Context: an optimization exercise on an open-source flow, tuned for small area, a short achievable clock period and few clock cycles per item. The choices shown serve that exercise and are no tape-out recipe. At most, simulation tests tie the RTL to the original design; equivalence was not proved. Power and IR drop assume default switching activity.

Design top_without_mem, start of the top module:
module top_without_mem(input dut_run, reset_b, clk,
		       output dut_busy,
		       input[15:0] sram_dut_read_data, wmem_dut_read_data,
		       output[15:0] dut_sram_write_data,
		       output[11:0] dut_sram_write_address, dut_sram_read_address,
		       output[11:0] dut_wmem_read_address, output dut_sram_write_enable
			);
wire m12, m16;
wire [13:0] conv_out;
controller u1(.reset_b(reset_b), .clk(clk), .dut_run(dut_run),
		.input_mdr(sram_dut_read_data), .busy(dut_busy),
		.output_write_en(dut_sram_write_enable),
		.input_mar(dut_sram_read_address),
		.output_mar(dut_sram_write_address),
		.m12(m12), .m16(m16));
pipelined_conv u2(.clk(clk), .input_row(sram_dut_read_data),
		.weights_in(wmem_dut_read_data[8:0]),
		.m12(m12), .m16(m16), .conv_out(conv_out));
assign dut_wmem_read_address = 12'd1;
assign dut_sram_write_data = {2'b0, conv_out};
endmodule
For scale: ~710 cells after synthesis, ~90 flip-flops, roughly 0.0061 mm² of cells after synthesis.
==> flow/config.mk <==
export PLATFORM = sky130hd
export DESIGN_NAME = top_without_mem
export DESIGN_NICKNAME = top_without_mem
export VERILOG_FILES = /design/flow/design.v
export SDC_FILE = /design/flow/constraint.sdc
export NUM_CORES = 4
export LEC_CHECK = 0
export CAP_MARGIN = 20
export CORE_MARGIN = 2
export CORE_UTILIZATION = 60
export SETUP_SLACK_MARGIN = 4.2
export SLEW_MARGIN = 20
==> flow/constraint.sdc <==
create_clock -name core_clock -period 6.5 [get_ports {clk}]
set_input_delay 1.3000 -clock core_clock [delete_from_list [all_inputs] [get_ports {clk}]]
set_output_delay 1.3000 -clock core_clock [all_outputs]
set_load 0.01 [all_outputs]
standard.sh (not shown) runs the stock make flow with config.mk's settings and CLKGATE_MAP_FILE= SYNTH_SCRIPT=/design/flow/synth_recipe.tcl, a recipe that flattens the netlist after the stock synthesis.
==> flow/flow/run.sh <==
#!/bin/bash
# The standard layout, with plain buffers (not delay cells) on the ports.
set -euo pipefail
export BUFFER_PORTS_ARGS="-buffer_cell sky130_fd_sc_hd__buf_2"
bash standard.sh > standard.log 2>&1
The first run produced a clean layout.
==> next run, changes <==
==> flow/run.sh (new file) <==
#!/bin/bash
# synth_recipe.tcl (not shown) runs the flow's synth.tcl, then flattens the netlist and writes it again
# the make line also repeats each setting of config.mk as NAME=value (left out here)
make -C /OpenROAD-flow-scripts/flow DESIGN_CONFIG=/design/flow/config.mk WORK_HOME=/design/flow/orfs CLKGATE_MAP_FILE= SYNTH_SCRIPT=/design/flow/synth_recipe.tcl finish
CORE_UTILIZATION = 40   (was 60)
SETUP_SLACK_MARGIN = 4.3   (was 4.2)
removed: flow/flow/run.sh
removed: flow/standard.sh
After rerunning: Wire length climbs by about a fifth. Global-route usage drops by 7.2 points. Sequential share of layout area drops by 3.0 points. Via count climbs by a few percent.
==> next run, changes <==
CORE_UTILIZATION = 60   (was 40)
SETUP_SLACK_MARGIN = 4.2   (was 4.3)
Clock skew barely changes.
Sequential power goes up by about 1%.
Setup slack barely changes.
Cell count went down by 8.4%.
Combinational power goes down by 9.8%.
Final area shrinks by 8.2%.
No run of this note included a check of the RTL's function; only the layout flow was run.

* * *

== run A ==
Another version of the RTL of top_without_mem (not shown whole).
For scale: roughly 550 cells after synthesis, ~91 flip-flops, roughly 0.0053 mm^2 of cells after synthesis.
export LEC_CHECK = 0
export CAP_MARGIN = 20
export CORE_MARGIN = 2
export CORE_UTILIZATION = 60
export PLACE_DENSITY = 0.9
export SETUP_SLACK_MARGIN = 4.2
export SLEW_MARGIN = 20
create_clock -name core_clock -period 6.5 [get_ports {clk}]
==> flow/flow/run.sh <==
#!/bin/bash
# The standard layout, with two changes: ABC maps the logic with an area-oriented script
# (flow/abc.script, through flow/synth.tcl), and the ports get plain buffers, not delay cells.
set -euo pipefail
W=$(pwd)
export BUFFER_PORTS_ARGS="-buffer_cell sky130_fd_sc_hd__buf_1"
export FLOW_ABC_SCRIPT="$W/flow/abc.script"
bash standard.sh SYNTH_SCRIPT="$W/flow/synth.tcl" finish > standard.log 2>&1
==> flow/flow/abc.script <==
&get -n
&st
&dch
&nf -a
&put
topo
stime -c
==> flow/flow/synth.tcl <==
# synth_recipe.tcl (the standard synthesis script), except that ABC maps the logic with
# flow/abc.script instead of ORFS's abc_speed.script. Registers are mapped before ABC runs,
# so they are the standard synthesis's.
proc synth {args} { yosys synth -nofsm -noshare {*}$args }
proc abc {args} {
  set i [lsearch $args -script]
  if {$i >= 0} { set args [lreplace $args [expr {$i+1}] [expr {$i+1}] $::env(FLOW_ABC_SCRIPT)] }
  yosys abc {*}$args
}
source $::env(SCRIPTS_DIR)/synth.tcl
# left out here: clear keep_hierarchy, flatten, clean up, hide names made inside functions, write 1_2_yosys.v
Testbench counts of run A, summed over its fixed seeds: cycles 42,580, items 33,100.
Edits applied to the flow inputs when going from run A to run B:
Settings: PLACE_DENSITY: 0.9 -> unset; CTS_CLUSTER_DIAMETER: unset -> 80; CTS_CLUSTER_SIZE: unset -> 40.
- Summary of run B over run A: final instance area shrank by 0.51%, routability congestion estimate from global placement went down 0.049.
- Overall power in run B is 3.7% lower than in run A
- Sequential cell area in the final layout essentially unchanged between run A and run B.
Changes in run C relative to run B:
Settings: clearing CTS_CLUSTER_SIZE, which used to be 40; clearing CTS_CLUSTER_DIAMETER, which used to be 80; putting PLACE_DENSITY at 0.8 where nothing was set.
==> comparison <==
| post-CTS setup buffer count | lower: run B |
Clock distribution area overhead in the final layout for run C: 0.38 points down relative to run B
When run C is set beside run B, its total non-filler cell area in the finished layout turns out to be 38 um^2 smaller.
Per the comparison of run C with run B, met2 wire length shows an increase of 11%; fraction of the mapped netlist area in simple logic gates shows no meaningful change.
Setup changes, run C to run D
Settings: PLACE_DENSITY no longer set, was 0.8.
--- a/flow/flow/run.sh
+++ b/flow/flow/run.sh
@@ -6 +6 @@
-export BUFFER_PORTS_ARGS="-buffer_cell sky130_fd_sc_hd__buf_1"
+export BUFFER_PORTS_ARGS="-buffer_cell sky130_fd_sc_hd__buf_2"
Findings:
- Run D vs. run C: finished layout cell area now larger; first-pass GRT wire length -about 2%; worst hold slack now smaller; clock latency on the worst-skew pair roughly the same; share of the cycle needed by the critical path after routing barely changed.
- [compare] base=run C new=run D: post-synth design cell area held steady, detail-routed net length per standard cell shrank by 0.91 um, layout net count stayed essentially flat.
- Of the two values seen for first element of the critical path, u1.input_mar[6] was produced by run C and u1.output_mar[0] by run D.

==> re-timing with driven ports <==
Ports are ideal in the flow. The routed layouts listed here were re-timed in OpenROAD.
Step 1 (the two cells are an assumption about what drives the block):
set clk [get_ports {clk}]
set_driving_cell -lib_cell sky130_fd_sc_hd__clkbuf_16 $clk
set_driving_cell -lib_cell sky130_fd_sc_hd__buf_2 [delete_from_list [all_inputs] $clk]
Step 2 moves the port delays by t, midway between the first and last clock arrival at a register: inputs arrive t later, outputs are due t later. That takes back most of the time a late clock gives input paths.
Slacks: ideal / step 1 / step 2; pairs: ideal / step 1.
run	shift t [ns]	slack for setup (ns)	latest minus earliest clock arrival (ns)
the first run of note 1	0.408	4.208 / 4.173 / 3.831	0.013 / 0.013
the second run of note 1	0.399	4.223 / 4.182 / 3.940	0.015 / 0.015
the third run of note 1	0.390	4.225 / 4.190 / 3.868	0.014 / 0.015
run A	0.393	4.249 / 4.215 / 3.993	0.018 / 0.018
run B	0.393	4.262 / 4.228 / 4.024	0.012 / 0.011
run C	0.393	4.259 / 4.225 / 4.075	0.007 / 0.007
run D	0.381	4.268 / 4.239 / 4.145	0.008 / 0.007
After both steps every run listed still meets setup and hold. For the first run of note 1, which loses most, drivers alone change the setup slack by -0.035 ns; drivers and shift together by -0.377 ns.
